Background: an optimization exercise with open tools, aiming at small area and a short achievable clock period. Do not read the settings as production practice.
RTL that was checked went through simulation tests only; none was proved equivalent to the original.
Only the layout flow was run in run 1; the RTL was not checked for function there.

==> flow/design.v (outline; a module is shown in full before it is edited, if it fits) <==
// module coeff_selector: 197 lines
// module iir_filter: 2184 lines
// module iir_fa: 4 lines
// module iir_ha: 4 lines
// module iir_variable_filter: 12 lines
module iir_variable_filter (
    input  wire               clk,
    input  wire               reset_n,
    input  wire        [8:0]  filter_index,
    input  wire signed [15:0] data_in,
    output wire signed [31:0] data_out
);
  // ...
==> flow/flow/run.sh <==
#!/bin/bash
# The standard layout (standard.sh: the standard flow's synthesis and ORFS flow, unchanged), except that the
# port buffers are the platform's smallest buffer (buffer_ports -buffer_cell) instead of the
# delay cell the resizer picks by default. make's full output goes to flow_make.log; ORFS keeps
# each step's own log under orfs/logs/.
set -euo pipefail
bash standard.sh "BUFFER_PORTS_ARGS=-buffer_cell sky130_fd_sc_hd__buf_1" finish > flow_make.log 2>&1
==> flow/standard.sh <==
#!/bin/bash
# synth_recipe.tcl (not shown) runs the flow's synth.tcl, then flattens the netlist and writes it again
# the make line also repeats each setting of config.mk as NAME=value (left out here)
make -C /OpenROAD-flow-scripts/flow DESIGN_CONFIG=/design/flow/config.mk WORK_HOME=/design/flow/orfs CLKGATE_MAP_FILE= SYNTH_SCRIPT=/design/flow/synth_recipe.tcl "${@:-finish}"
==> flow/config.mk <==
export PLATFORM = sky130hd
export DESIGN_NAME = iir_variable_filter
export DESIGN_NICKNAME = iir_variable_filter
export VERILOG_FILES = /design/flow/design.v
export SDC_FILE = /design/flow/constraint.sdc
export NUM_CORES = 4
export LEC_CHECK = 0
export ABC_AREA = 1
export CAP_MARGIN = 20
export CORE_MARGIN = 2
export CORE_UTILIZATION = 60
export CTS_BUF_LIST = sky130_fd_sc_hd__clkbuf_8 sky130_fd_sc_hd__clkbuf_16
export SETUP_SLACK_MARGIN = 5
export SLEW_MARGIN = 20
export SYNTH_HIERARCHICAL = 1
export TNS_END_PERCENT = 0
==> flow/constraint.sdc <==
create_clock -name core_clock -period 15.0 [get_ports {clk}]
set_input_delay 3.0000 -clock core_clock [delete_from_list [all_inputs] [get_ports {clk}]]
set_output_delay 3.0000 -clock core_clock [all_outputs]
set_load 0.01 [all_outputs]
==> metrics.log, run 1 <==
[metrics] delay of the slowest critical-path stage: 550 ps
[metrics] fin cells: 3688
[metrics] post-layout instance area: 31900 um2
[metrics] Most Frequent Cell on Critical Path: sky130_fd_sc_hd__fa_1
[metrics] clock tree from TritonCTS: done
[metrics] Setup TNS: 0 ps
[metrics] fraction of layout instances using a drive strength above 1: 0.0940
[metrics] Die Wd: 227 um
[metrics] overall die height: 227 um
[metrics] number of placement rows: 81
[metrics] number of vias per cell: 6.91
[metrics] Nets: 3746
[metrics] Avg Synthesized Cell Area: 9.84 um2
[metrics] Inverters excl. clock: 311
[metrics] Slew @ Worst Pin: 912 ps
[metrics] sequential area share after synthesis: 0.118
[metrics] dominant combinational cell family by area after synthesis: adder cells
[metrics] class of the most critical hold timing path: reg -> reg
[metrics] outcome: finished clean
[metrics] global-route met2 utilization: 0.679
[metrics] most numerous cell types in the synthesized netlist: sky130_fd_sc_hd__fa_1 (624), sky130_fd_sc_hd__xor2_1 (545), sky130_fd_sc_hd__o22ai_1 (446), sky130_fd_sc_hd__nand2_1 (352), sky130_fd_sc_hd__inv_1 (235)
[metrics] met2 wire length: 49500 um
[metrics] fraction of synthesized cell area in xor and xnor cells: 0.166
[metrics] Setup WS pre-CTS: 3400 ps
[metrics] floorplan die area: 51600 um2
[metrics] total of max-cap violations: 0
==> run 2: changes to the inputs <==
--- a/flow/design.v
+++ b/flow/design.v
@@ -275,110 +275,39 @@
     wire ss27, sc27;
     iir_fa u_sa27 (.a(data_in[13]), .b(sc11), .c(ss12), .s(ss27), .co(sc27));
     wire ss28, sc28;
     iir_fa u_sa28 (.a(data_in[14]), .b(sc12), .c(ss13), .s(ss28), .co(sc28));
     wire ss29, sc29;
     iir_fa u_sa29 (.a(~data_in[15]), .b(sc13), .c(ss14), .s(ss29), .co(sc29));
     wire ss30, sc30;
     iir_fa u_sa30 (.a(~qn[16]), .b(qn[15]), .c(sc14), .s(ss30), .co(sc30));
-    wire [18:0] s_next;
-    wire [18:0] sn_a = {1'b1, sc30, sc29, sc28, sc27, sc26, sc25, sc24, sc23, sc22, sc21, sc20, sc19, sc18, sc17, sc16, shc0, sc15, ss15};
-    wire [18:0] sn_b = {1'b0, ~qn[16], ss30, ss29, ss28, ss27, ss26, ss25, ss24, ss23, ss22, ss21, ss20, ss19, ss18, ss17, ss16, shs0, 1'b0};
-    wire [18:0] sn_g = sn_a & sn_b;
-    wire [18:0] sn_p = sn_a ^ sn_b;
-    wire sn_G1 = sn_g[1] | (sn_p[1] & sn_g[0]);
-    wire sn_P1 = sn_p[1] & sn_p[0];
-    wire sn_G2 = sn_g[3] | (sn_p[3] & sn_g[2]);
-    wire sn_P2 = sn_p[3] & sn_p[2];
-    wire sn_G3 = sn_g[5] | (sn_p[5] & sn_g[4]);
-    wire sn_P3 = sn_p[5] & sn_p[4];
-    wire sn_G4 = sn_g[7] | (sn_p[7] & sn_g[6]);
-    wire sn_P4 = sn_p[7] & sn_p[6];
-    wire sn_G5 = sn_g[9] | (sn_p[9] & sn_g[8]);
-    wire sn_P5 = sn_p[9] & sn_p[8];
-    wire sn_G6 = sn_g[11] | (sn_p[11] & sn_g[10]);
-    wire sn_P6 = sn_p[11] & sn_p[10];
-    wire sn_G7 = sn_g[13] | (sn_p[13] & sn_g[12]);
-    wire sn_P7 = sn_p[13] & sn_p[12];
-    wire sn_G8 = sn_g[15] | (sn_p[15] & sn_g[14]);
-    wire sn_P8 = sn_p[15] & sn_p[14];
-    wire sn_G9 = sn_g[17] | (sn_p[17] & sn_g[16]);
-    wire sn_P9 = sn_p[17] & sn_p[16];
-    wire sn_G10 = sn_g[2] | (sn_p[2] & sn_G1);
-    wire sn_P10 = sn_p[2] & sn_P1;
-    wire sn_G11 = sn_G2 | (sn_P2 & sn_G1);
-    wire sn_P11 = sn_P2 & sn_P1;
-    wire sn_G12 = sn_g[6] | (sn_p[6] & sn_G3);
-    wire sn_P12 = sn_p[6] & sn_P3;
-    wire sn_G13 = sn_G4 | (sn_P4 & sn_G3);
-    wire sn_P13 = sn_P4 & sn_P3;
-    wire sn_G14 = sn_g[10] | (sn_p[10] & sn_G5);
-    wire sn_P14 = sn_p[10] & sn_P5;
-    wire sn_G15 = sn_G6 | (sn_P6 & sn_G5);
-    wire sn_P15 = sn_P6 & sn_P5;
-    wire sn_G16 = sn_g[14] | (sn_p[14] & sn_G7);
-    wire sn_P16 = sn_p[14] & sn_P7;
-    wire sn_G17 = sn_G8 | (sn_P8 & sn_G7);
-    wire sn_P17 = sn_P8 & sn_P7;
-    wire sn_G18 = sn_g[4] | (sn_p[4] & sn_G11);
-    wire sn_P18 = sn_p[4] & sn_P11;
-    wire sn_G19 = sn_G3 | (sn_P3 & sn_G11);
-    wire sn_P19 = sn_P3 & sn_P11;
-    wire sn_G20 = sn_G12 | (sn_P12 & sn_G11);
-    wire sn_P20 = sn_P12 & sn_P11;
-    wire sn_G21 = sn_G13 | (sn_P13 & sn_G11);
-    wire sn_P21 = sn_P13 & sn_P11;
-    wire sn_G22 = sn_g[12] | (sn_p[12] & sn_G15);
-    wire sn_P22 = sn_p[12] & sn_P15;
-    wire sn_G23 = sn_G7 | (sn_P7 & sn_G15);
-    wire sn_P23 = sn_P7 & sn_P15;
-    wire sn_G24 = sn_G16 | (sn_P16 & sn_G15);
-    wire sn_P24 = sn_P16 & sn_P15;
-    wire sn_G25 = sn_G17 | (sn_P17 & sn_G15);
-    wire sn_P25 = sn_P17 & sn_P15;
-    wire sn_G26 = sn_g[8] | (sn_p[8] & sn_G21);
-    wire sn_P26 = sn_p[8] & sn_P21;
-    wire sn_G27 = sn_G5 | (sn_P5 & sn_G21);
-    wire sn_P27 = sn_P5 & sn_P21;
-    wire sn_G28 = sn_G14 | (sn_P14 & sn_G21);
-    wire sn_P28 = sn_P14 & sn_P21;
-    wire sn_G29 = sn_G15 | (sn_P15 & sn_G21);
-    wire sn_P29 = sn_P15 & sn_P21;
-    wire sn_G30 = sn_G22 | (sn_P22 & sn_G21);
-    wire sn_P30 = sn_P22 & sn_P21;
-    wire sn_G31 = sn_G23 | (sn_P23 & sn_G21);
-    wire sn_P31 = sn_P23 & sn_P21;
-    wire sn_G32 = sn_G24 | (sn_P24 & sn_G21);
-    wire sn_P32 = sn_P24 & sn_P21;
-    wire sn_G33 = sn_G25 | (sn_P25 & sn_G21);
-    wire sn_P33 = sn_P25 & sn_P21;
-    wire sn_G34 = sn_g[16] | (sn_p[16] & sn_G33);
-    wire sn_P34 = sn_p[16] & sn_P33;
-    wire sn_G35 = sn_G9 | (sn_P9 & sn_G33);
-    wire sn_P35 = sn_P9 & sn_P33;
-    assign s_next[0] = sn_p[0];
-    assign s_next[1] = sn_p[1] ^ sn_g[0];
-    assign s_next[2] = sn_p[2] ^ sn_G1;
-    assign s_next[3] = sn_p[3] ^ sn_G10;
-    assign s_next[4] = sn_p[4] ^ sn_G11;
-    assign s_next[5] = sn_p[5] ^ sn_G18;
-    assign s_next[6] = sn_p[6] ^ sn_G19;
-    assign s_next[7] = sn_p[7] ^ sn_G20;
-    assign s_next[8] = sn_p[8] ^ sn_G21;
-    assign s_next[9] = sn_p[9] ^ sn_G26;
-    assign s_next[10] = sn_p[10] ^ sn_G27;
-    assign s_next[11] = sn_p[11] ^ sn_G28;
-    assign s_next[12] = sn_p[12] ^ sn_G29;
-    assign s_next[13] = sn_p[13] ^ sn_G30;
-    assign s_next[14] = sn_p[14] ^ sn_G31;
-    assign s_next[15] = sn_p[15] ^ sn_G32;
-    assign s_next[16] = sn_p[16] ^ sn_G33;
-    assign s_next[17] = sn_p[17] ^ sn_G34;
-    assign s_next[18] = sn_p[18] ^ sn_G35;
+    wire [18:0] s_next;    
+    wire [19:0] snc;
+    assign snc[0] = 1'b0;
+    assign s_next[0] = ss15;
+    assign snc[1] = 1'b0;
+    iir_fa u_snf1 (.a(sc15), .b(shs0), .c(snc[1]), .s(s_next[1]), .co(snc[2]));
+    iir_fa u_snf2 (.a(shc0), .b(ss16), .c(snc[2]), .s(s_next[2]), .co(snc[3]));
+    iir_fa u_snf3 (.a(sc16), .b(ss17), .c(snc[3]), .s(s_next[3]), .co(snc[4]));
+    iir_fa u_snf4 (.a(sc17), .b(ss18), .c(snc[4]), .s(s_next[4]), .co(snc[5]));
+    iir_fa u_snf5 (.a(sc18), .b(ss19), .c(snc[5]), .s(s_next[5]), .co(snc[6]));
+    iir_fa u_snf6 (.a(sc19), .b(ss20), .c(snc[6]), .s(s_next[6]), .co(snc[7]));
+    iir_fa u_snf7 (.a(sc20), .b(ss21), .c(snc[7]), .s(s_next[7]), .co(snc[8]));
+    iir_fa u_snf8 (.a(sc21), .b(ss22), .c(snc[8]), .s(s_next[8]), .co(snc[9]));
+    iir_fa u_snf9 (.a(sc22), .b(ss23), .c(snc[9]), .s(s_next[9]), .co(snc[10]));
+    iir_fa u_snf10 (.a(sc23), .b(ss24), .c(snc[10]), .s(s_next[10]), .co(snc[11]));
+    iir_fa u_snf11 (.a(sc24), .b(ss25), .c(snc[11]), .s(s_next[11]), .co(snc[12]));
+    iir_fa u_snf12 (.a(sc25), .b(ss26), .c(snc[12]), .s(s_next[12]), .co(snc[13]));
+    iir_fa u_snf13 (.a(sc26), .b(ss27), .c(snc[13]), .s(s_next[13]), .co(snc[14]));
+    iir_fa u_snf14 (.a(sc27), .b(ss28), .c(snc[14]), .s(s_next[14]), .co(snc[15]));
+    iir_fa u_snf15 (.a(sc28), .b(ss29), .c(snc[15]), .s(s_next[15]), .co(snc[16]));
+    iir_fa u_snf16 (.a(sc29), .b(ss30), .c(snc[16]), .s(s_next[16]), .co(snc[17]));
+    iir_fa u_snf17 (.a(sc30), .b(~qn[16]), .c(snc[17]), .s(s_next[17]), .co(snc[18]));
+    assign s_next[18] = 1'b1 ^ 1'b0 ^ snc[18];
     wire pp_b_0_0 = (((cw[6] & s[0])) ^ cw[0]);
     wire pp_b_0_1 = (((cw[6] & s[1]) | (cw[13] & s[0])) ^ cw[0]);
     wire pp_b_0_2 = (((cw[6] & s[2]) | (cw[13] & s[1])) ^ cw[0]);
     wire pp_b_0_3 = (((cw[6] & s[3]) | (cw[13] & s[2])) ^ cw[0]);
     wire pp_b_0_4 = (((cw[6] & s[4]) | (cw[13] & s[3])) ^ cw[0]);
     wire pp_b_0_5 = (((cw[6] & s[5]) | (cw[13] & s[4])) ^ cw[0]);
     wire pp_b_0_6 = (((cw[6] & s[6]) | (cw[13] & s[5])) ^ cw[0]);
     wire pp_b_0_7 = (((cw[6] & s[7]) | (cw[13] & s[6])) ^ cw[0]);
==> flow/flow/run.sh (replaced) <==
#!/bin/bash
# The standard layout (standard.sh: the standard flow's synthesis and ORFS flow, unchanged), except that the
# port buffers are the platform's smallest buffer (buffer_ports -buffer_cell) instead of the
# delay cell the resizer picks by default, and repair_timing aims for 5.5 ns of setup slack. make's full output goes to flow_make.log; ORFS keeps
# each step's own log under orfs/logs/.
set -euo pipefail
bash standard.sh "BUFFER_PORTS_ARGS=-buffer_cell sky130_fd_sc_hd__buf_1" SETUP_SLACK_MARGIN=5.5 finish > flow_make.log 2>&1
==> flow/config.mk (replaced) <==
export PLATFORM = sky130hd
export DESIGN_NAME = iir_variable_filter
export DESIGN_NICKNAME = iir_variable_filter
export VERILOG_FILES = /design/flow/design.v
export SDC_FILE = /design/flow/constraint.sdc
export NUM_CORES = 4
export LEC_CHECK = 0
export ABC_AREA = 1
export CAP_MARGIN = 20
export CORE_MARGIN = 2
export CORE_UTILIZATION = 50
export CTS_BUF_LIST = sky130_fd_sc_hd__clkbuf_8 sky130_fd_sc_hd__clkbuf_16
export SETUP_SLACK_MARGIN = 5
export SLEW_MARGIN = 20
export SYNTH_HIERARCHICAL = 1
export TNS_END_PERCENT = 0
==> run 2 against run 1 <==
  * Sequential share of layout area is 0.50 points lower
  * Global-route usage is 7.7 points lower
  * Largest cell class unchanged
  * Non-clock buffer count is 90 higher
==> metrics.log, run 2 <==
[metrics] maximum fanout encountered on the critical timing path: 18 (was 9)
[metrics] fin crit period: 9390 ps (was 9840 ps)
[metrics] Syn Nets: 3674 (was 3773)
[metrics] floorplan die area: 61000 um2 (was 51600 um2)
[metrics] clock tree buffer depth: 2 (unchanged)
[metrics] Vias: 25000 (was 25500)
[metrics] most common cell in the synthesized netlist: sky130_fd_sc_hd__fa_1 (unchanged)
[metrics] cell type contributing the most total cell area after synthesis: sky130_fd_sc_hd__fa_1 (unchanged)
[metrics] global-route total usage across every layer: 0.413 (was 0.490)
[metrics] setup repair after global routing missed its margin: yes (unchanged)
[metrics] final core utilization: 0.570 (was 0.651)
[metrics] post-route ant nets: 0 (unchanged)
[metrics] RD Place Congestion: 1.04 (about the same)
[metrics] via count of the first global-routing pass: 26100 (was 26900)
[metrics] 1st-pass router iterations: 8 (was 14)
[metrics] class of the most critical hold timing path: reg -> reg (unchanged)
[metrics] HPWL Detailed: 91300 um (was 90900 um)
[metrics] Nets: 3743 (was 3746)
[metrics] FFs w/ async S/R, synth: 1.00 (unchanged)
[metrics] Fill cells: 5114 (was 4101)
[metrics] CP Launch Type: input pin (unchanged)
[metrics] clock latency at the later pin of the worst-skew pair: 520 ps (about the same)
[metrics] overall die height: 247 um (was 227 um)
[metrics] final hold viol count: 0 (unchanged)
[metrics] Setup violations, final: 0 (unchanged)
[metrics] CP Capture Type: flip-flop (unchanged)
[metrics] number of antenna violations at the first check in global routing: 3 (was 1)
[metrics] number of placed cells counting well taps: 3631 (was 3607)
[metrics] cts bufs inserted: 17 (unchanged)
[metrics] sequential area share after synthesis: 0.120 (was 0.118)
[metrics] Die Wd: 247 um (was 227 um)
[metrics] initial core utilization: 0.503 (was 0.609)
[metrics] total DRC errors in the routed layout: 0 (unchanged)
[metrics] CTS sink count: 141 (unchanged)
[metrics] leading cell type in the layout, fill and taps excluded: sky130_fd_sc_hd__fa_1 (unchanged)
[metrics] most numerous cell types in the synthesized netlist: sky130_fd_sc_hd__fa_1 (637), sky130_fd_sc_hd__xor2_1 (540), sky130_fd_sc_hd__o22ai_1 (446), sky130_fd_sc_hd__nand2_1 (327), sky130_fd_sc_hd__inv_1 (212) (was sky130_fd_sc_hd__fa_1 (624), sky130_fd_sc_hd__xor2_1 (545), sky130_fd_sc_hd__o22ai_1 (446), sky130_fd_sc_hd__nand2_1 (352), sky130_fd_sc_hd__inv_1 (235))
[metrics] peak clock frequency supported by timing: 106 MHz (was 102 MHz)
[metrics] Syn. warnings: 7 (unchanged)
[metrics] fraction of layout instances using a drive strength above 1: 0.162 (was 0.0940)
[metrics] maximum clock skew at final layout: 31.4 ps (was 29.6 ps)
[metrics] clock tree from TritonCTS: done (unchanged)
[metrics] global route overflow: 0 (unchanged)
[metrics] worst flop-to-flop path startpoint: IIR.r_x[0] (unchanged)
[metrics] hold path startpoint: IIR.x1[0] (was IIR.r_x[0])
[metrics] Cells after Synth: 2941 (was 3036)
[metrics] commonest non-fill, non-tap cells in the layout: sky130_fd_sc_hd__fa_1 (594), sky130_fd_sc_hd__xor2_1 (527), sky130_fd_sc_hd__o22ai_1 (423) (was sky130_fd_sc_hd__fa_1 (620), sky130_fd_sc_hd__xor2_1 (539), sky130_fd_sc_hd__o22ai_1 (439))
[metrics] endpoint arrival time on the critical path: 9780 ps (was 10230 ps)
[metrics] DRC marker count from the first detailed-route iteration: 3574 (was 3727)
[metrics] Worst R2R End: IIR.s[17] (unchanged)
[metrics] Avg Synthesized Cell Area: 10.0 um2 (was 9.84 um2)
[metrics] final critical-path share of the clock period: 0.626 (was 0.656)
[metrics] Max H-tree Level: 4 (unchanged)
[metrics] post-synth cell types: 37 (was 40)
[metrics] Post-synth top flop: sky130_fd_sc_hd__dfrtp_1 (unchanged)
[metrics] post-DR wirelength/cell: 32.5 um (was 32.9 um)
[metrics] Post-synth EDFFs: 0 (unchanged)
[metrics] final max-slew violation count: 0 (unchanged)
[metrics] Worst Reg-to-Reg Cells: 21 (was 24)
[metrics] area added between synthesis and finish: 13.5% (was 6.89%)
[metrics] CTS Hold Bufs: 0 (unchanged)
[metrics] capture endpoint of the worst hold path: IIR.x2[0] (was IIR.x1[0])
[metrics] cell chosen for the clock root: sky130_fd_sc_hd__clkbuf_16 (unchanged)
[metrics] total routed wirelength: 123000 um (was 121000 um)
[metrics] top area cells in the synthesized netlist: sky130_fd_sc_hd__fa_1 (43%), sky130_fd_sc_hd__xor2_1 (16%), sky130_fd_sc_hd__dfrtp_1 (12%) (was sky130_fd_sc_hd__fa_1 (42%), sky130_fd_sc_hd__xor2_1 (16%), sky130_fd_sc_hd__dfrtp_1 (12%))
[metrics] first-pass GRT wire length: 178000 um (was 179000 um)
[metrics] number of buffers inserted by port buffering: 58 (unchanged)
[metrics] total standard cell area after synthesis: 29500 um2 (was 29900 um2)
[metrics] Hold Worst Slack: 390 ps (was 382 ps)
[metrics] flop2flop setup slack: 5900 ps (was 5730 ps)
[metrics] Synth top area share: 0.432 (was 0.418)
[metrics] total of max-cap violations: 0 (unchanged)
[metrics] outcome: finished clean (unchanged)
[metrics] number of instances on the worst hold path: 0 (unchanged)
[metrics] clock-pin slew of the registers on the worst-case setup and hold paths: 70 ps (about the same)
[metrics] Slew @ Worst Pin: 899 ps (was 912 ps)
[metrics] total I/O pin count: 59 (unchanged)
[metrics] Setup TNS: 0 ps (unchanged)
[metrics] crit path kind: in -> reg (unchanged)
[metrics] number of vias per cell: 6.58 (was 6.91)
[metrics] fin cells: 3800 (was 3688)
[metrics] Data required, critical path: 15390 ps (about the same)
[metrics] Seq cells post-synth: 141 (unchanged)
[metrics] maximum number of pins on one net before global-route repair: 53 (was 78)
[metrics] number of placement rows: 89 (was 81)
[metrics] standard cell core area: 58700 um2 (was 49100 um2)
[metrics] Max-slew headroom: 0.400 (was 0.392)
[run 2: cell count changes in the layout (fill, tap and decap cells not counted), moves of 24 or more]
cell / before / now
sky130_fd_sc_hd__buf_4: 79 / 143
sky130_fd_sc_hd__nand2_1: 337 / 297
sky130_fd_sc_hd__fa_2: 4 / 43
sky130_fd_sc_hd__inv_1: 229 / 200
sky130_fd_sc_hd__fa_1: 620 / 594
sky130_fd_sc_hd__ha_1: 76 / 52
[run 2: cell type report]
class / instances / area, um2 / share of cell area
antenna: 4 / 10.0 / 0.000299
clock buffer: 17 / 425 / 0.0127
clock inverter: 15 / 180 / 0.00538
inverter: 288 / 1360 / 0.0406
multi-input combinational: 2318 / 25000 / 0.748
sequential: 141 / 3530 / 0.105
tap: 773 / 967 / 0.0289
timing repair buffer: 240 / 1950 / 0.0582
timing repair inverter: 4 / 30.0 / 0.000897
[run 2: cell families (layout without fill, tap and decap cells)]
kind of cell	count (synthesis)	in the layout	synth area share
AOI/OAI and AO/OA	530	530	0.109
xor gates and xnor gates	559	559	0.166
adders and majority gates	706	706	0.462
buffers and inverters	484	564	0.0671
DFF	141	141	0.120
other	1	5	0.000127
and+or+nand+nor	520	522	0.0761
[run 2: worst max-delay path by stage]
stage	slack [ps]	to	cells after the start	from
detailed placement	3390	IIR.y0[4]	27	filter_index[3]
CTS	5440	IIR.y0[18]	29	filter_index[0]
floorplan	5480	IIR.y0[4]	30	filter_index[0]
finish	5610	IIR.y0[16]	27	filter_index[2]
global route	5460	IIR.y0[16]	26	filter_index[2]
global placement	3430	IIR.y0[4]	27	filter_index[2]
[run 2: critical path, cell delays in order]
cell	delay, ps
sky130_fd_sc_hd__buf_6	160
sky130_fd_sc_hd__inv_2	190
sky130_fd_sc_hd__nand3_4	220
sky130_fd_sc_hd__nor2_4	220
sky130_fd_sc_hd__nor2_4	90
sky130_fd_sc_hd__nand3_2	160
sky130_fd_sc_hd__clkinv_4	190
sky130_fd_sc_hd__o22ai_2	210
sky130_fd_sc_hd__xor2_1	220
sky130_fd_sc_hd__fa_1	480
sky130_fd_sc_hd__fa_1	560
sky130_fd_sc_hd__fa_1	460
sky130_fd_sc_hd__fa_2	460
sky130_fd_sc_hd__fa_2	370
sky130_fd_sc_hd__fa_1	460
sky130_fd_sc_hd__fa_1	520
sky130_fd_sc_hd__fa_1	530
sky130_fd_sc_hd__ha_4	320
sky130_fd_sc_hd__nand2_1	90
sky130_fd_sc_hd__inv_2	80
sky130_fd_sc_hd__nand2_1	80
sky130_fd_sc_hd__nor2_4	140
sky130_fd_sc_hd__nand2_4	110
sky130_fd_sc_hd__nor3_2	140
sky130_fd_sc_hd__nand2_2	90
sky130_fd_sc_hd__a21oi_1	130
sky130_fd_sc_hd__nor2_1	60
[run 2: per-stage QoR]
| step | cell area [um2] | setup WS (ps) |
|---|---|---|
| finish | 33500 | 5610 |
| global route | 33500 | 5460 |
| CTS | 32000 | 5440 |
| detailed placement | 30200 | 3390 |
| global placement | 30200 | 3430 |
| floorplan | 29500 | 5480 |
[run 2: routing by layer]
| layer | routed length (um) | GRT usage |
|---|---|---|
| met1 | 43900 | 0.528 |
| met4 | 11100 | 0.279 |
| met2 | 51900 | 0.596 |
| met5 | 0 | 0.00408 |
| met3 | 16600 | 0.136 |
[run 2: timing repair]
item	in CTS	in global routing
resized for setup	174	200
cloned	1	6
setup buffers	61	65
pin swaps	11	55
setup endpoints to repair	19	17
endpoints found under the hold margin	0	0
[run 2: modules after synthesis, one instance, submodules excluded, a selection]
module,area (um2),cells inside
iir_ha,12.5,1
iir_fa,20.0,1
iir_filter,15000,1971
coeff_selector,1520,312
==> run 3: changes to the inputs <==
==> flow/flow/run.sh (replaced) <==
#!/bin/bash
# The standard layout (standard.sh: the standard flow's synthesis and ORFS flow, unchanged), except that the
# port buffers are the platform's smallest buffer (buffer_ports -buffer_cell) instead of the
# delay cell the resizer picks by default. make's full output goes to flow_make.log; ORFS keeps
# each step's own log under orfs/logs/.
set -euo pipefail
bash standard.sh "BUFFER_PORTS_ARGS=-buffer_cell sky130_fd_sc_hd__buf_1" finish > flow_make.log 2>&1
==> run 3 against run 2 <==
  * Die area unchanged
  * Critical path type unchanged
  * Cell area down 5.2%
  * Utilization decreased by 3.0 points
  * Synthesized cell count unchanged
  * Area after synthesis did not move
  * Sequential share of layout area rose by 0.58 points
  * Largest cell class unchanged
  * Cell count is 2.3% lower
==> metrics.log, run 3 <==
[metrics] cell type of the slowest stage on the worst timing path: sky130_fd_sc_hd__fa_1 (unchanged)
[metrics] Die Wd: 247 um (unchanged)
[metrics] most numerous cell types in the synthesized netlist: sky130_fd_sc_hd__fa_1 (637), sky130_fd_sc_hd__xor2_1 (540), sky130_fd_sc_hd__o22ai_1 (446), sky130_fd_sc_hd__nand2_1 (327), sky130_fd_sc_hd__inv_1 (212) (unchanged)
[metrics] peak clock frequency supported by timing: 101 MHz (was 106 MHz)
[metrics] floorplan die area: 61000 um2 (unchanged)
[metrics] setup repair after global routing missed its margin: yes (unchanged)
[metrics] Data required, critical path: 15370 ps (was 15390 ps)
[metrics] crit path kind: in -> reg (unchanged)
[metrics] CTS Hold Bufs: 0 (unchanged)
[metrics] clock-pin slew of the registers on the worst-case setup and hold paths: 80 ps (was 70 ps)
[metrics] FFs w/ async S/R, synth: 1.00 (unchanged)
[metrics] flop2flop setup slack: 5820 ps (was 5900 ps)
[metrics] Setup violations, final: 0 (unchanged)
[metrics] delay of the slowest critical-path stage: 560 ps (about the same)
[metrics] HPWL Detailed: 94200 um (was 91300 um)
[metrics] Setup TNS: 0 ps (unchanged)
[metrics] number of buffers inserted by port buffering: 58 (unchanged)
[metrics] most common cell in the synthesized netlist: sky130_fd_sc_hd__fa_1 (unchanged)
[metrics] CP Launch Type: input pin (unchanged)
[metrics] maximum fanout encountered on the critical timing path: 40 (was 18)
[metrics] Seq cells post-synth: 141 (unchanged)
[metrics] post-synth cell types: 37 (unchanged)
[metrics] Cells after Synth: 2941 (unchanged)
[metrics] Synth top area share: 0.432 (unchanged)
[metrics] class of the most critical hold timing path: reg -> reg (unchanged)
[metrics] first-pass GRT wire length: 180000 um (was 178000 um)
[metrics] global route overflow: 0 (unchanged)
[metrics] maximum clock skew at final layout: 34.1 ps (was 31.4 ps)
[metrics] top cell family by delay on the critical path: adder cells (unchanged)
[metrics] final max-slew violation count: 0 (unchanged)
[metrics] cell chosen for the clock root: sky130_fd_sc_hd__clkbuf_16 (unchanged)
[metrics] smallest setup slack after layout: 5100 ps (was 5610 ps)
[metrics] fraction of layout instances using a drive strength above 1: 0.0950 (was 0.162)
[metrics] endpoint arrival time on the critical path: 10270 ps (was 9780 ps)
[metrics] Nets: 3658 (was 3743)
[metrics] total I/O pin count: 59 (unchanged)
[metrics] post-route ant nets: 0 (unchanged)
[metrics] total DRC errors in the routed layout: 0 (unchanged)
[metrics] total routed wirelength: 124000 um (was 123000 um)
[metrics] Max H-tree Level: 4 (unchanged)
[metrics] Setup WS pre-CTS: 3360 ps (was 3390 ps)
[metrics] DRC marker count from the first detailed-route iteration: 3153 (was 3574)
[metrics] clock tree from TritonCTS: done (unchanged)
[metrics] Hold Worst Slack: 390 ps (about the same)
[metrics] top area cells in the synthesized netlist: sky130_fd_sc_hd__fa_1 (43%), sky130_fd_sc_hd__xor2_1 (16%), sky130_fd_sc_hd__dfrtp_1 (12%) (unchanged)
[metrics] CTS sink count: 141 (unchanged)
[metrics] leading cell type in the layout, fill and taps excluded: sky130_fd_sc_hd__fa_1 (unchanged)
[metrics] clock latency at the later pin of the worst-skew pair: 520 ps (about the same)
[metrics] Post-synth EDFFs: 0 (unchanged)
[metrics] outcome: finished clean (unchanged)
[metrics] number of antenna violations at the first check in global routing: 3 (unchanged)
[metrics] CP Capture Type: flip-flop (unchanged)
[metrics] total standard cell area after synthesis: 29500 um2 (unchanged)
[metrics] Syn. warnings: 7 (unchanged)
[metrics] number of vias per cell: 6.56 (was 6.58)
[metrics] commonest non-fill, non-tap cells in the layout: sky130_fd_sc_hd__fa_1 (633), sky130_fd_sc_hd__xor2_1 (536), sky130_fd_sc_hd__o22ai_1 (442) (was sky130_fd_sc_hd__fa_1 (594), sky130_fd_sc_hd__xor2_1 (527), sky130_fd_sc_hd__o22ai_1 (423))
[metrics] initial core utilization: 0.503 (unchanged)
[metrics] Max-slew headroom: 0.377 (was 0.400)
[metrics] Most Frequent Cell on Critical Path: sky130_fd_sc_hd__fa_1 (unchanged)
[metrics] Avg Synthesized Cell Area: 10.0 um2 (unchanged)
[metrics] post-DR wirelength/cell: 33.3 um (was 32.5 um)
[metrics] fin crit period: 9900 ps (was 9390 ps)
[metrics] final critical-path share of the clock period: 0.660 (was 0.626)
[metrics] total of max-cap violations: 0 (unchanged)
[metrics] overall die height: 247 um (unchanged)
[metrics] cell type contributing the most total cell area after synthesis: sky130_fd_sc_hd__fa_1 (unchanged)
[metrics] Slew @ Worst Pin: 935 ps (was 899 ps)
[metrics] Vias: 24300 (was 25000)
[metrics] standard cell core area: 58700 um2 (unchanged)
[metrics] number of placement rows: 89 (unchanged)
[metrics] 1st-pass router iterations: 7 (was 8)
[metrics] Post-synth top flop: sky130_fd_sc_hd__dfrtp_1 (unchanged)
[metrics] global-route total usage across every layer: 0.420 (was 0.413)
[metrics] Syn Nets: 3674 (unchanged)
[metrics] combined buffer and inverter count along the critical path: 4 (unchanged)
[metrics] clock tree buffer depth: 2 (unchanged)
[metrics] final hold viol count: 0 (unchanged)
[metrics] maximum number of pins on one net before global-route repair: 53 (unchanged)
[metrics] RD Place Congestion: 1.07 (was 1.04)
[metrics] sequential area share after synthesis: 0.120 (unchanged)
[metrics] area added between synthesis and finish: 7.58% (was 13.5%)
[metrics] cts bufs inserted: 17 (unchanged)
[metrics] via count of the first global-routing pass: 25900 (was 26100)
-- run 3: cell count changes in the layout (fill, tap and decap cells not counted), moves of 10 or more --
cell / change
sky130_fd_sc_hd__buf_4: -53
sky130_fd_sc_hd__ha_1: +11
sky130_fd_sc_hd__o22ai_2: -17
sky130_fd_sc_hd__ha_4: -13
sky130_fd_sc_hd__buf_12: -10
sky130_fd_sc_hd__buf_6: -13
sky130_fd_sc_hd__o22ai_1: +19
sky130_fd_sc_hd__nand2_2: -17
sky130_fd_sc_hd__fa_1: +39
sky130_fd_sc_hd__nand2_1: +20
sky130_fd_sc_hd__fa_2: -39
-- run 3: path summary, 6_finish.rpt --
| check | from | end | cells after the start |
|---|---|---|---|
| max in group asynchronous | reset_n | IIR.y2[4] | 2 |
| min | IIR.r_x[0] | IIR.x1[0] | 0 |
| max | filter_index[4] | IIR.y0[4] | 26 |
| min reg2reg | IIR.r_x[0] | IIR.x1[0] | 0 |
| max reg2reg | IIR.r_x[0] | IIR.s[17] | 21 |
| min in group asynchronous | reset_n | IIR.r_x[14] | 1 |
-- run 3: what timing repair did --
action / CTS / global route
setup buffers: 6 / 36
endpoints found under the setup margin: 19 / 17
resized for setup: 64 / 97
pin swaps: 4 / 6
endpoints found under the hold margin: 0 / 0
gates cloned: 0 / 2
-- run 3: final cells by class --
| class | count | area (um2) |
|---|---|---|
| Clock inverter | 14 | 201 |
| Timing Repair Buffer | 160 | 1100 |
| Tap cell | 773 | 967 |
| Fill cell | 5277 | 27000 |
| Antenna cell | 1 | 2.50 |
| Multi-Input combinational cell | 2317 | 24300 |
| Inverter | 288 | 1210 |
| Clock buffer | 17 | 425 |
| Sequential cell | 141 | 3530 |
-- run 3: modules after synthesis, one instance, submodules excluded, a selection --
| module | area (um2) | cells |
|---|---|---|
| iir_filter | 15000 | 1971 |
| coeff_selector | 1520 | 312 |
| iir_fa | 20.0 | 1 |
| iir_ha | 12.5 | 1 |
-- run 3: cells by family after synthesis --
kind of cell             after synthesis  synth area share
AO/OA/AOI/OAI                        530             0.109
adder cells (fa/ha/maj)              706             0.462
flip-flops                           141             0.120
XOR/XNOR                             559             0.166
other                                  1          0.000127
AND/OR/NAND/NOR                      520            0.0761
buffers and inverters                484            0.0671
-- run 3: through the flow --
step	std cells	cell area, um2	util
final	3711	31700	0.541
after global routing	3710	31700	0.541
after CTS	3672	31100	0.529
after detailed placement	3635	30200	0.515
after global placement	3635	30200	0.515
after floorplan	2941	29500	-
-- run 3: per-layer routing --
layer | track usage | vias up | part of all wire
met4 | 0.307 | 0 | 0.093
met2 | 0.613 | 1925 | 0.43
met3 | 0.128 | 581 | 0.12
met5 | 0 | - | 0
met1 | 0.527 | 12300 | 0.36
li1 | - | 9531 | -
==> run 4: changes to the inputs <==
==> flow/run.sh (new file) <==
#!/bin/bash
# synth_recipe.tcl (not shown) runs the flow's synth.tcl, then flattens the netlist and writes it again
# the make line also repeats each setting of config.mk as NAME=value (left out here)
make -C /OpenROAD-flow-scripts/flow DESIGN_CONFIG=/design/flow/config.mk WORK_HOME=/design/flow/orfs CLKGATE_MAP_FILE= SYNTH_SCRIPT=/design/flow/synth_recipe.tcl finish
--- a/flow/config.mk
+++ b/flow/config.mk
@@ -10,4 +10,5 @@
 export CORE_MARGIN = 2
-export CORE_UTILIZATION = 50
+export CORE_UTILIZATION = 55
 export CTS_BUF_LIST = sky130_fd_sc_hd__clkbuf_8 sky130_fd_sc_hd__clkbuf_16
+export PLACE_DENSITY = 0.7
 export SETUP_SLACK_MARGIN = 5
removed: flow/flow/run.sh
removed: flow/standard.sh
==> run 4 against run 3 <==
  * Area after synthesis is the same
  * Largest cell class unchanged
  * Utilization increased by 6.6 points
  * Sequential cell count did not move
  * Synthesized cell count stayed put
  * Critical endpoint is now IIR.y0[16]
  * Critical path type unchanged
==> metrics.log, run 4 <==
[metrics] outcome: finished clean (unchanged)
[metrics] FFs w/ async S/R, synth: 1.00 (unchanged)
[metrics] Seq cells post-synth: 141 (unchanged)
[metrics] setup repair after global routing missed its margin: yes (unchanged)
[metrics] leading cell type in the layout, fill and taps excluded: sky130_fd_sc_hd__fa_1 (unchanged)
[metrics] total routed wirelength: 125000 um (was 124000 um)
[metrics] Setup violations, final: 0 (unchanged)
[metrics] clock latency at the later pin of the worst-skew pair: 510 ps (was 520 ps)
[metrics] number of placed cells counting well taps: 3545 (was 3635)
[metrics] worst setup path endpoint: IIR.y0[16] (was IIR.y0[4])
[metrics] Post-synth EDFFs: 0 (unchanged)
[metrics] maximum fanout encountered on the critical timing path: 40 (unchanged)
[metrics] fin cells: 3632 (was 3711)
[metrics] Data required, critical path: 15390 ps (was 15370 ps)
[metrics] CP Capture Type: flip-flop (unchanged)
[metrics] RD Place Congestion: 1.04 (was 1.07)
[metrics] CP Launch Type: input pin (unchanged)
[metrics] smallest setup slack after layout: 5050 ps (was 5100 ps)
[metrics] maximum number of pins on one net before global-route repair: 75 (was 53)
[metrics] cts bufs inserted: 17 (unchanged)
[metrics] Post-synth top flop: sky130_fd_sc_hd__dfrtp_1 (unchanged)
[metrics] total I/O pin count: 59 (unchanged)
[metrics] area added between synthesis and finish: 8.47% (was 7.58%)
[metrics] Synth top area share: 0.432 (unchanged)
[metrics] DRC marker count from the first detailed-route iteration: 3756 (was 3153)
[metrics] cell chosen for the clock root: sky130_fd_sc_hd__clkbuf_16 (unchanged)
[metrics] global-route total usage across every layer: 0.460 (was 0.420)
[metrics] Vias: 24800 (was 24300)
[metrics] most numerous cell types in the synthesized netlist: sky130_fd_sc_hd__fa_1 (637), sky130_fd_sc_hd__xor2_1 (540), sky130_fd_sc_hd__o22ai_1 (446), sky130_fd_sc_hd__nand2_1 (327), sky130_fd_sc_hd__inv_1 (212) (unchanged)
[metrics] CTS sink count: 141 (unchanged)
[metrics] flop2flop setup slack: 5660 ps (was 5820 ps)
[metrics] cell type contributing the most total cell area after synthesis: sky130_fd_sc_hd__fa_1 (unchanged)
[metrics] Cells after Synth: 2941 (unchanged)
[metrics] number of vias per cell: 6.84 (was 6.56)
[metrics] crit path kind: in -> reg (unchanged)
[metrics] class of the most critical hold timing path: reg -> reg (unchanged)
[metrics] floorplan die area: 55500 um2 (was 61000 um2)
[metrics] number of antenna violations at the first check in global routing: 2 (was 3)
[metrics] hold path startpoint: IIR.x1[0] (was IIR.r_x[0])
[metrics] Syn. warnings: 7 (unchanged)
[metrics] clock-pin slew of the registers on the worst-case setup and hold paths: 70 ps (was 80 ps)
[metrics] standard cell core area: 52800 um2 (was 58700 um2)
[metrics] CTS Hold Bufs: 0 (unchanged)
[metrics] Setup TNS: 0 ps (unchanged)
[metrics] final max-slew violation count: 0 (unchanged)
[metrics] Die Wd: 236 um (was 247 um)
[metrics] clock tree buffer depth: 2 (unchanged)
[metrics] most common cell in the synthesized netlist: sky130_fd_sc_hd__fa_1 (unchanged)
[metrics] initial core utilization: 0.559 (was 0.503)
[metrics] fraction of layout instances using a drive strength above 1: 0.0992 (was 0.0950)
[metrics] Most Frequent Cell on Critical Path: sky130_fd_sc_hd__fa_1 (unchanged)
[metrics] Worst R2R End: IIR.s[17] (unchanged)
[metrics] cell type of the slowest stage on the worst timing path: sky130_fd_sc_hd__fa_1 (unchanged)
[metrics] worst flop-to-flop path startpoint: IIR.r_x[0] (unchanged)
[metrics] via count of the first global-routing pass: 26000 (was 25900)
[metrics] delay of the slowest critical-path stage: 530 ps (was 560 ps)
[metrics] worst setup path start: filter_index[4] (unchanged)
[metrics] HPWL Detailed: 93600 um (was 94200 um)
[metrics] Max-slew headroom: 0.343 (was 0.377)
[metrics] post-route ant nets: 0 (unchanged)
[metrics] Avg Synthesized Cell Area: 10.0 um2 (unchanged)
[metrics] 1st-pass router iterations: 14 (was 7)
[metrics] sequential area share after synthesis: 0.120 (unchanged)
[metrics] final critical-path share of the clock period: 0.663 (was 0.660)
[metrics] first-pass GRT wire length: 181000 um (was 180000 um)
[metrics] number of buffers inserted by port buffering: 58 (unchanged)
[metrics] post-DR wirelength/cell: 34.3 um (was 33.3 um)
[metrics] final hold viol count: 0 (unchanged)
[metrics] fin crit period: 9950 ps (was 9900 ps)
[metrics] top area cells in the synthesized netlist: sky130_fd_sc_hd__fa_1 (43%), sky130_fd_sc_hd__xor2_1 (16%), sky130_fd_sc_hd__dfrtp_1 (12%) (unchanged)
[metrics] peak clock frequency supported by timing: 101 MHz (about the same)
[metrics] post-synth cell types: 37 (unchanged)
[metrics] commonest non-fill, non-tap cells in the layout: sky130_fd_sc_hd__fa_1 (626), sky130_fd_sc_hd__xor2_1 (537), sky130_fd_sc_hd__o22ai_1 (443) (was sky130_fd_sc_hd__fa_1 (633), sky130_fd_sc_hd__xor2_1 (536), sky130_fd_sc_hd__o22ai_1 (442))
[metrics] endpoint arrival time on the critical path: 10340 ps (was 10270 ps)
[metrics] top cell family by delay on the critical path: adder cells (unchanged)
[metrics] Setup WS pre-CTS: 3080 ps (was 3360 ps)
[metrics] Levels on crit path: 27 (was 26)
[metrics] Worst Reg-to-Reg Cells: 21 (unchanged)
[metrics] Syn Nets: 3674 (unchanged)
[metrics] global route overflow: 0 (unchanged)
[metrics] overall die height: 236 um (was 247 um)
[metrics] maximum clock skew at final layout: 22.1 ps (was 34.1 ps)
[metrics] Fill cells: 4520 (was 5277)
[metrics] Max H-tree Level: 4 (unchanged)
[metrics] clock tree from TritonCTS: done (unchanged)
[metrics] total DRC errors in the routed layout: 0 (unchanged)
[metrics] Slew @ Worst Pin: 984 ps (was 935 ps)
[metrics] total standard cell area after synthesis: 29500 um2 (unchanged)
[metrics] Nets: 3663 (was 3658)
[metrics] combined buffer and inverter count along the critical path: 5 (was 4)
[metrics] register area: 3530 um2 (unchanged)
[metrics] number of placement rows: 84 (was 89)
[metrics] total of max-cap violations: 0 (unchanged)
[metrics] combined area of the multi-input logic cells: 24300 um2 (about the same)
run 4: changes by cell type in the layout (fill, tap and decap cells not counted), sizes merged:
cell / before / now
clkdlybuf4s50: 0 / 51
buf: 153 / 112
clkinv: 52 / 70
inv: 243 / 225
clkbuf: 24 / 20
bufinv: 3 / 1
clkinvlp: 4 / 6
dlygate4sd2: 0 / 1
nor2: 100 / 99
run 4: metal layers:
| metal | wire (um) | vias to the layer above | track usage |
|---|---|---|---|
| li1 | - | 9539 | - |
| met5 | 0 | - | 0 |
| met4 | 12000 | 0 | 0.331 |
| met1 | 43900 | 12400 | 0.596 |
| met3 | 16400 | 641 | 0.131 |
| met2 | 52300 | 2218 | 0.665 |
run 4: timing repair:
item / CTS / global route
gates resized for setup: 147 / 29
buffers inserted: 43 / 11
endpoints found under the setup margin: 21 / 18
pin swaps: 10 / 5
run 4: kinds of logic after synthesis:
family          Yosys count  synth area share
other cells               1          0.000127
simple gates            520            0.0761
compound gates          530             0.109
fa+ha+maj               706             0.462
xor+xnor                559             0.166
buf+inv                 484            0.0671
flops                   141             0.120
run 4: worst min-delay path by stage:
stage | cells after the start | endpoint
after global placement | 0 | IIR.x1[0]
after global routing | 0 | IIR.x2[0]
after CTS | 0 | IIR.x2[0]
after floorplan | 0 | IIR.y2[0]
after detailed placement | 0 | IIR.x2[0]
final | 0 | IIR.x2[0]
run 4: cell type report:
type	instances	share of cell area
Inverter	288	0.0390
Antenna cell	1	0.0000782
Clock inverter	14	0.00426
Timing Repair Buffer	166	0.0464
Sequential cell	141	0.110
Multi-Input combinational cell	2316	0.759
Tap cell	688	0.0269
Clock buffer	18	0.0137
run 4: Yosys stat by module (local to each module, per instance), excerpt:
| module | copies in the design | area, um2 | cells inside | flops+latches |
|---|---|---|---|---|
| iir_fa | 636 | 20.0 | 1 | 0 |
| iir_ha | 22 | 12.5 | 1 | 0 |
| coeff_selector | 1 | 1520 | 312 | 0 |
| iir_filter | 1 | 15000 | 1971 | 141 |
run 4: metrics by stage:
step            util  area [um2]  hold WS [ps]
2_1_floorplan      -       29500           352
3_3_place_gp   0.577       30500           368
3_5_place_dp   0.577       30500           377
4_1_cts        0.603       31800           396
5_1_grt        0.606       32000           417
6_report       0.606       32000           391
run 4: worst register-to-register path, delay by kind of cell (launching register included):
family	cells	cell delay, ps
adder cells (fa/ha/maj)	21	8840
flip-flops	1	390
==> run 5: changes to the inputs <==
--- a/flow/config.mk
+++ b/flow/config.mk
@@ -10,5 +10,5 @@
 export CORE_MARGIN = 2
-export CORE_UTILIZATION = 55
+export CORE_UTILIZATION = 50
 export CTS_BUF_LIST = sky130_fd_sc_hd__clkbuf_8 sky130_fd_sc_hd__clkbuf_16
-export PLACE_DENSITY = 0.7
+export GPL_TIMING_DRIVEN = 0
 export SETUP_SLACK_MARGIN = 5
==> run 5 against run 4 <==
  * Clock skew rose by 9.8 ps
  * First-iteration DRC count decreased by 11%
  * Register-to-register slack better by 250 ps
  * Fmax grew 0.31%
  * Routed wire length is 1.3% lower
  * Global-route usage decreased by 4.1 points
  * Synthesized cell count is the same
  * Clock-buffer cell count grew 1
  * Sequential cell count is the same
  * Area after synthesis stayed put
  * Critical endpoint is now IIR.y0[4]
==> metrics.log, run 5 <==
[metrics] outcome: finished clean (unchanged)
[metrics] smallest setup slack after layout: 5080 ps (was 5050 ps)
[metrics] Post-synth top flop: sky130_fd_sc_hd__dfrtp_1 (unchanged)
[metrics] CTS sink count: 141 (unchanged)
[metrics] top area cells in the synthesized netlist: sky130_fd_sc_hd__fa_1 (43%), sky130_fd_sc_hd__xor2_1 (16%), sky130_fd_sc_hd__dfrtp_1 (12%) (unchanged)
[metrics] final hold viol count: 0 (unchanged)
[metrics] FFs w/ async S/R, synth: 1.00 (unchanged)
[metrics] crit path kind: in -> reg (unchanged)
[metrics] Die Wd: 247 um (was 236 um)
[metrics] met3 routed wirelength: 13100 um (was 16400 um)
[metrics] Slew @ Worst Pin: 1000 ps (was 984 ps)
[metrics] Synth top area share: 0.432 (unchanged)
[metrics] cts bufs inserted: 17 (unchanged)
[metrics] first-pass GRT wire length: 178000 um (was 181000 um)
[metrics] 1st-pass router iterations: 9 (was 14)
[metrics] Setup WS pre-CTS: 2760 ps (was 3080 ps)
[metrics] CTS Hold Bufs: 0 (unchanged)
[metrics] capture endpoint of the worst hold path: IIR.x1[0] (was IIR.x2[0])
[metrics] via count of the first global-routing pass: 25200 (was 26000)
[metrics] final max-slew violation count: 0 (unchanged)
[metrics] total standard cell area after synthesis: 29500 um2 (unchanged)
[metrics] met2 wire length: 51700 um (was 52300 um)
[metrics] worst flop-to-flop path startpoint: IIR.r_x[0] (unchanged)
[metrics] clock tree buffer depth: 2 (unchanged)
[metrics] floorplan die area: 61000 um2 (was 55500 um2)
[metrics] hold path startpoint: IIR.r_x[0] (was IIR.x1[0])
[metrics] Avg Synthesized Cell Area: 10.0 um2 (unchanged)
[metrics] CP Capture Type: flip-flop (unchanged)
[metrics] cell type contributing the most total cell area after synthesis: sky130_fd_sc_hd__fa_1 (unchanged)
[metrics] Max H-tree Level: 4 (unchanged)
[metrics] Post-synth EDFFs: 0 (unchanged)
[metrics] maximum clock skew at final layout: 31.9 ps (was 22.1 ps)
[metrics] total I/O pin count: 59 (unchanged)
[metrics] post-route ant nets: 0 (unchanged)
[metrics] Cells after Synth: 2941 (unchanged)
[metrics] most common cell in the synthesized netlist: sky130_fd_sc_hd__fa_1 (unchanged)
[metrics] Vias: 24400 (was 24800)
[metrics] DRC marker count from the first detailed-route iteration: 3341 (was 3756)
[metrics] maximum fanout encountered on the critical timing path: 10 (was 40)
[metrics] cell type of the slowest stage on the worst timing path: sky130_fd_sc_hd__fa_1 (unchanged)
[metrics] total of max-cap violations: 0 (unchanged)
[metrics] clock latency at the later pin of the worst-skew pair: 520 ps (was 510 ps)
[metrics] number of placement rows: 89 (was 84)
[metrics] count of inserted antenna diode cells: 0 (was 1)
[metrics] Syn Nets: 3674 (unchanged)
[metrics] HPWL Detailed: 103000 um (was 93600 um)
[metrics] clock tree from TritonCTS: done (unchanged)
[metrics] sequential area share after synthesis: 0.120 (unchanged)
[metrics] clock-pin slew of the registers on the worst-case setup and hold paths: 80 ps (was 70 ps)
[metrics] post-synth cell types: 37 (unchanged)
[metrics] leading cell type in the layout, fill and taps excluded: sky130_fd_sc_hd__fa_1 (unchanged)
[metrics] RD Place Congestion: 1.10 (was 1.04)
[metrics] top cell family by delay on the critical path: adder cells (unchanged)
[metrics] number of instances on the worst hold path: 0 (unchanged)
[metrics] Worst Reg-to-Reg Cells: 21 (unchanged)
[metrics] combined buffer and inverter count along the critical path: 8 (was 5)
[metrics] area added between synthesis and finish: 12.5% (was 8.47%)
[metrics] Setup violations, final: 0 (unchanged)
[metrics] number of buffers inserted by port buffering: 56 (was 58)
[metrics] total DRC errors in the routed layout: 0 (unchanged)
[metrics] initial core utilization: 0.503 (was 0.559)
[metrics] Worst R2R End: IIR.s[17] (unchanged)
[metrics] Most Frequent Cell on Critical Path: sky130_fd_sc_hd__fa_1 (unchanged)
[metrics] final critical-path share of the clock period: 0.661 (was 0.663)
[metrics] Seq cells post-synth: 141 (unchanged)
[metrics] fraction of layout instances using a drive strength above 1: 0.151 (was 0.0992)
[metrics] Max-slew headroom: 0.331 (was 0.343)
[metrics] post-DR wirelength/cell: 31.8 um (was 34.3 um)
[metrics] overall die height: 247 um (was 236 um)
[metrics] endpoint arrival time on the critical path: 10290 ps (was 10340 ps)
[metrics] CP Launch Type: input pin (unchanged)
[metrics] Syn. warnings: 7 (unchanged)
[metrics] Data required, critical path: 15370 ps (was 15390 ps)
[metrics] number of antenna violations at the first check in global routing: 2 (unchanged)
[metrics] register area: 3530 um2 (unchanged)
[metrics] maximum number of pins on one net before global-route repair: 78 (was 75)
[metrics] peak clock frequency supported by timing: 101 MHz (about the same)
[metrics] total routed wirelength: 123000 um (was 125000 um)
[metrics] routed length on met1: 47500 um (was 43900 um)
[metrics] commonest non-fill, non-tap cells in the layout: sky130_fd_sc_hd__fa_1 (601), sky130_fd_sc_hd__xor2_1 (524), sky130_fd_sc_hd__o22ai_1 (441) (was sky130_fd_sc_hd__fa_1 (626), sky130_fd_sc_hd__xor2_1 (537), sky130_fd_sc_hd__o22ai_1 (443))
[metrics] flop2flop setup slack: 5910 ps (was 5660 ps)
[metrics] most numerous cell types in the synthesized netlist: sky130_fd_sc_hd__fa_1 (637), sky130_fd_sc_hd__xor2_1 (540), sky130_fd_sc_hd__o22ai_1 (446), sky130_fd_sc_hd__nand2_1 (327), sky130_fd_sc_hd__inv_1 (212) (unchanged)
[metrics] Fill cells: 5212 (was 4520)
[metrics] fin crit period: 9920 ps (was 9950 ps)
[metrics] setup repair after global routing missed its margin: yes (unchanged)
[metrics] top layer used by detailed routing: met5 (was met4)
[metrics] number of vias per cell: 6.31 (was 6.84)
[metrics] class of the most critical hold timing path: reg -> reg (unchanged)
[metrics] cell chosen for the clock root: sky130_fd_sc_hd__clkbuf_16 (unchanged)
[metrics] Setup TNS: 0 ps (unchanged)
[metrics] delay of the slowest critical-path stage: 530 ps (about the same)
[metrics] standard cell core area: 58700 um2 (was 52800 um2)
[metrics] global-route total usage across every layer: 0.419 (was 0.460)
[metrics] Nets: 3815 (was 3663)
[metrics] global route overflow: 0 (unchanged)
[metrics] combined area of the multi-input logic cells: 24700 um2 (was 24300 um2)
==> run 5: cell counts after synthesis <==
Identical to the previous run, type by type.
==> run 5: cell type report <==
cell class / count / area share
multi-input cells: 2316 / 0.743
flip-flops and latches: 141 / 0.106
inverters: 288 / 0.0360
plain buffers: 196 / 0.0348
repair buffers: 122 / 0.0321
well taps: 773 / 0.0291
clock buffers: 19 / 0.0136
clock inverters: 13 / 0.00456
==> run 5: worst max path at each step <==
stage / endpoint / from / cells past startpoint / slack [ps]
3_3_place_gp: IIR.y0[4] / filter_index[0] / 28 / 2840
5_1_grt: IIR.y0[4] / filter_index[0] / 29 / 4890
4_1_cts: IIR.s[17] / data_in[0] / 19 / 5000
6_report: IIR.y0[4] / filter_index[0] / 32 / 5080
3_5_place_dp: IIR.y0[4] / filter_index[0] / 28 / 2760
2_1_floorplan: IIR.s[17] / data_in[0] / 18 / 5040
==> run 5: metrics by stage <==
step	hold slack (ps)	instances	cell area (um2)	util
after CTS	393	3850	32700	0.556
final	390	3868	33200	0.566
after global routing	412	3868	33200	0.566
after floorplan	352	2941	29500	-
after global placement	367	3770	31000	0.529
after detailed placement	376	3772	31100	0.530
==> run 5: kinds of logic (layout without fill, tap and decap cells) <==
group / after synthesis / after routing / synth area share
buffers and inverters: 484 / 638 / 0.0671
AND/OR/NAND/NOR: 520 / 520 / 0.0761
AO/OA/AOI/OAI: 530 / 530 / 0.109
flip-flops: 141 / 141 / 0.120
adder cells (fa/ha/maj): 706 / 706 / 0.462
XOR/XNOR: 559 / 559 / 0.166
other: 1 / 1 / 0.000127
==> run 5: what timing repair did <==
item	CTS	global route
endpoints found under the setup margin	21	18
pin swaps	23	31
setup buffers	46	18
resized for setup	257	148
==> run 5: per-module statistics from Yosys, one instance, submodules excluded, a selection <==
| module | cell area (um2) | flip-flops and latches |
|---|---|---|
| coeff_selector | 1520 | 0 |
| iir_filter | 15000 | 141 |
| iir_fa | 20.0 | 0 |
| iir_ha | 12.5 | 0 |
==> run 5: layer usage <==
layer,vias up,track usage
li1,9863,-
met1,12500,0.572
met2,1696,0.595
met3,368,0.0932
met4,2,0.287
met5,-,0
==> run 5: worst reg2reg max path: stages (launching register included) <==
cell                      delay, ps
sky130_fd_sc_hd__dfrtp_1        390
sky130_fd_sc_hd__ha_1           210
sky130_fd_sc_hd__fa_1           390
sky130_fd_sc_hd__fa_1           400
sky130_fd_sc_hd__fa_1           430
sky130_fd_sc_hd__fa_1           410
sky130_fd_sc_hd__fa_1           410
sky130_fd_sc_hd__fa_1           400
sky130_fd_sc_hd__fa_1           400
sky130_fd_sc_hd__fa_1           400
sky130_fd_sc_hd__fa_1           410
sky130_fd_sc_hd__fa_1           390
sky130_fd_sc_hd__fa_1           400
sky130_fd_sc_hd__fa_1           390
sky130_fd_sc_hd__fa_1           390
sky130_fd_sc_hd__fa_1           400
sky130_fd_sc_hd__fa_1           530
sky130_fd_sc_hd__fa_1           550
sky130_fd_sc_hd__fa_1           440
sky130_fd_sc_hd__fa_1           420
sky130_fd_sc_hd__fa_1           390
sky130_fd_sc_hd__fa_1           430
==> run 6: changes to the inputs <==
--- a/flow/config.mk
+++ b/flow/config.mk
@@ -12,3 +12,2 @@
 export CTS_BUF_LIST = sky130_fd_sc_hd__clkbuf_8 sky130_fd_sc_hd__clkbuf_16
-export GPL_TIMING_DRIVEN = 0
 export SETUP_SLACK_MARGIN = 5
==> run 6 against run 5 <==
  * Clock skew shrank 0.53 ps
  * Clock-buffer cell count shrank 2
  * Cell area shrank 3.7%
  * Highest routed layer unchanged
  * Critical path depth fell by 7
  * Register-to-register slack worse by 110 ps
  * First-iteration DRC count about the same
  * Cell count fell by 4.3%
  * Still clean
  * Critical endpoint is now IIR.y0[7]
  * Synthesized cell count is the same
  * Sequential cell count unchanged
==> metrics.log, run 6 <==
[metrics] Fill cells: 5293 (was 5212)
[metrics] cell type contributing the most total cell area after synthesis: sky130_fd_sc_hd__fa_1 (unchanged)
[metrics] clock tree buffer depth: 2 (unchanged)
[metrics] Syn Nets: 3674 (unchanged)
[metrics] maximum clock skew at final layout: 31.4 ps (was 31.9 ps)
[metrics] total I/O pin count: 59 (unchanged)
[metrics] Nets: 3647 (was 3815)
[metrics] floorplan die area: 61000 um2 (unchanged)
[metrics] CP Launch Type: input pin (unchanged)
[metrics] initial core utilization: 0.503 (unchanged)
[metrics] final hold viol count: 0 (unchanged)
[metrics] Syn. warnings: 7 (unchanged)
[metrics] Cells after Synth: 2941 (unchanged)
[metrics] final critical-path share of the clock period: 0.655 (was 0.661)
[metrics] final max-slew violation count: 0 (unchanged)
[metrics] placed instance area: 30600 um2 (was 31100 um2)
[metrics] via count of the first global-routing pass: 25800 (was 25200)
[metrics] CTS Hold Bufs: 0 (unchanged)
[metrics] post-DR wirelength/cell: 33.7 um (was 31.8 um)
[metrics] DRC marker count from the first detailed-route iteration: 3340 (was 3341)
[metrics] Worst Reg-to-Reg Cells: 21 (unchanged)
[metrics] commonest non-fill, non-tap cells in the layout: sky130_fd_sc_hd__fa_1 (626), sky130_fd_sc_hd__xor2_1 (536), sky130_fd_sc_hd__o22ai_1 (444) (was sky130_fd_sc_hd__fa_1 (601), sky130_fd_sc_hd__xor2_1 (524), sky130_fd_sc_hd__o22ai_1 (441))
[metrics] clock-pin slew of the registers on the worst-case setup and hold paths: 80 ps (about the same)
[metrics] number of vias per cell: 6.56 (was 6.31)
[metrics] fin crit period: 9820 ps (was 9920 ps)
[metrics] total standard cell area after synthesis: 29500 um2 (unchanged)
[metrics] Die Wd: 247 um (unchanged)
[metrics] maximum number of pins on one net before global-route repair: 89 (was 78)
[metrics] cell chosen for the clock root: sky130_fd_sc_hd__clkbuf_16 (unchanged)
[metrics] crit path kind: in -> reg (unchanged)
[metrics] delay of the slowest critical-path stage: 540 ps (was 530 ps)
[metrics] Slew @ Worst Pin: 889 ps (was 1000 ps)
[metrics] clock latency at the later pin of the worst-skew pair: 520 ps (about the same)
[metrics] leading cell type in the layout, fill and taps excluded: sky130_fd_sc_hd__fa_1 (unchanged)
[metrics] HPWL Detailed: 95300 um (was 103000 um)
[metrics] CTS sink count: 141 (unchanged)
[metrics] most numerous cell types in the synthesized netlist: sky130_fd_sc_hd__fa_1 (637), sky130_fd_sc_hd__xor2_1 (540), sky130_fd_sc_hd__o22ai_1 (446), sky130_fd_sc_hd__nand2_1 (327), sky130_fd_sc_hd__inv_1 (212) (unchanged)
[metrics] sequential area share after synthesis: 0.120 (unchanged)
[metrics] outcome: finished clean (unchanged)
[metrics] Data required, critical path: 15440 ps (was 15370 ps)
[metrics] peak clock frequency supported by timing: 102 MHz (was 101 MHz)
[metrics] fraction of layout instances using a drive strength above 1: 0.0960 (was 0.151)
[metrics] number of placement rows: 89 (unchanged)
[metrics] Post-synth EDFFs: 0 (unchanged)
[metrics] setup repair after global routing missed its margin: yes (unchanged)
[metrics] global route overflow: 0 (unchanged)
[metrics] combined buffer and inverter count along the critical path: 5 (was 8)
[metrics] first-pass GRT wire length: 181000 um (was 178000 um)
[metrics] Setup violations, final: 0 (unchanged)
[metrics] FFs w/ async S/R, synth: 1.00 (unchanged)
[metrics] total DRC errors in the routed layout: 0 (unchanged)
[metrics] overall die height: 247 um (unchanged)
[metrics] Seq cells post-synth: 141 (unchanged)
[metrics] most common cell in the synthesized netlist: sky130_fd_sc_hd__fa_1 (unchanged)
[metrics] number of buffers inserted by port buffering: 58 (was 56)
[metrics] maximum fanout encountered on the critical timing path: 26 (was 10)
[metrics] post-layout instance area: 31900 um2 (was 33200 um2)
[metrics] endpoint arrival time on the critical path: 10260 ps (was 10290 ps)
[metrics] total routed wirelength: 125000 um (was 123000 um)
[metrics] capture endpoint of the worst hold path: IIR.x1[0] (unchanged)
[metrics] 1st-pass router iterations: 8 (was 9)
[metrics] Worst R2R End: IIR.s[17] (unchanged)
[metrics] Hold Worst Slack: 393 ps (was 390 ps)
[metrics] post-route ant nets: 0 (unchanged)
[metrics] hold path startpoint: IIR.r_x[0] (unchanged)
[metrics] number of instances on the worst hold path: 0 (unchanged)
[metrics] total of max-cap violations: 0 (unchanged)
[metrics] Max H-tree Level: 4 (unchanged)
[run 6: changes by cell type in the layout (fill, tap and decap cells not counted), moves of 9 or more]
cell,delta
sky130_fd_sc_hd__clkinv_1,+9
sky130_fd_sc_hd__fa_1,+25
sky130_fd_sc_hd__fa_2,-25
sky130_fd_sc_hd__clkinv_2,-17
sky130_fd_sc_hd__xor2_2,-14
sky130_fd_sc_hd__clkbuf_1,-62
sky130_fd_sc_hd__buf_2,-37
sky130_fd_sc_hd__clkbuf_4,-23
sky130_fd_sc_hd__clkbuf_2,-23
sky130_fd_sc_hd__buf_4,-17
sky130_fd_sc_hd__xor2_1,+12
[run 6: how the worst max path moves through the flow]
stage                          startpoint         end  slack, ps  cells past startpoint
final                     filter_index[4]   IIR.y0[7]       5180                     25
after global routing      filter_index[0]  IIR.y0[12]       4960                     28
after CTS                      data_in[1]   IIR.s[17]       4960                     19
after detailed placement  filter_index[3]   IIR.y0[4]       2850                     27
after global placement    filter_index[2]   IIR.y0[4]       2790                     27
after floorplan                data_in[0]   IIR.s[17]       5040                     18
[run 6: timing repair]
item                       in CTS  in global routing
setup endpoints to repair      21                 18
pin swaps                       9                  3
setup buffers                  24                 11
resized for setup             125                 54
hold endpoints to repair        0                  0
[run 6: cell families after synthesis]
logic type / count (synthesis) / synth area share
DFF: 141 / 0.120
buffers and inverters: 484 / 0.0671
and+or+nand+nor: 520 / 0.0761
AOI/OAI and AO/OA: 530 / 0.109
other: 1 / 0.000127
xor gates and xnor gates: 559 / 0.166
adders and majority gates: 706 / 0.462
[run 6: Yosys stat by module (local to each module, per instance), a selection]
module	flip-flops and latches	times used	cell area [um2]	cells
coeff_selector	0	1	1520	312
iir_ha	0	22	12.5	1
iir_filter	141	1	15000	1971
iir_fa	0	636	20.0	1
[run 6: metrics by stage]
stage | setup slack [ps] | instances
floorplan | 5040 | 2941
global placement | 2790 | 3633
detailed placement | 2850 | 3633
CTS | 4960 | 3689
global route | 4960 | 3700
finish | 5180 | 3700
[run 6: final cells by class]
class / count / area (um2) / area share
Inverter: 288 / 1230 / 0.0385
Clock buffer: 17 / 425 / 0.0133
Multi-Input combinational cell: 2316 / 24300 / 0.761
Tap cell: 773 / 967 / 0.0303
Timing Repair Buffer: 150 / 1320 / 0.0414
Sequential cell: 141 / 3530 / 0.110
Clock inverter: 15 / 170 / 0.00533
[run 6: per-layer routing]
layer  track usage  vias up  routed length (um)
li1              -     9501                   -
met1         0.562    12300               46500
met2         0.620     1921               53000
met3         0.111      526               14500
met4         0.274        4               10500
met5             0        -                  25

-- separate check: timing with driven ports --
The flow's constraints put no driver on any port. The routed layouts listed below were extracted and timed again, unchanged, in two steps.
Step 1 (the two cells are an assumption about what drives the block):
set clk [get_ports {clk}]
set_driving_cell -lib_cell sky130_fd_sc_hd__clkbuf_16 $clk
set_driving_cell -lib_cell sky130_fd_sc_hd__buf_2 [delete_from_list [all_inputs] $clk]
Step 2 also shifts input and output timing later by t, the mid clock arrival at the registers, as if the neighbouring blocks saw the same clock.
Slacks: ideal / step 1 / step 2; pairs: ideal / step 1.
run | t, ns | setup slack, ns | worst setup path after step 2 | slew at the worst register clock pin (ns) | worst slew at a driven data input, ns
run 1 | 0.567 | 5.164 / 5.207 / 4.640 | input to register | 0.10 / 0.10 | 0.03
run 2 | 0.568 | 5.608 / 5.642 / 5.074 | input to register | 0.10 / 0.10 | 0.05
run 3 | 0.559 | 5.097 / 5.138 / 4.579 | input to register | 0.10 / 0.10 | 0.03
run 4 | 0.561 | 5.051 / 5.096 / 4.535 | input to register | 0.09 / 0.09 | 0.05
run 5 | 0.569 | 5.082 / 5.116 / 4.548 | input to register | 0.10 / 0.10 | 0.07
run 6 | 0.579 | 5.179 / 5.227 / 4.648 | input to register | 0.10 / 0.10 | 0.04
After both steps every run listed still meets setup and hold.
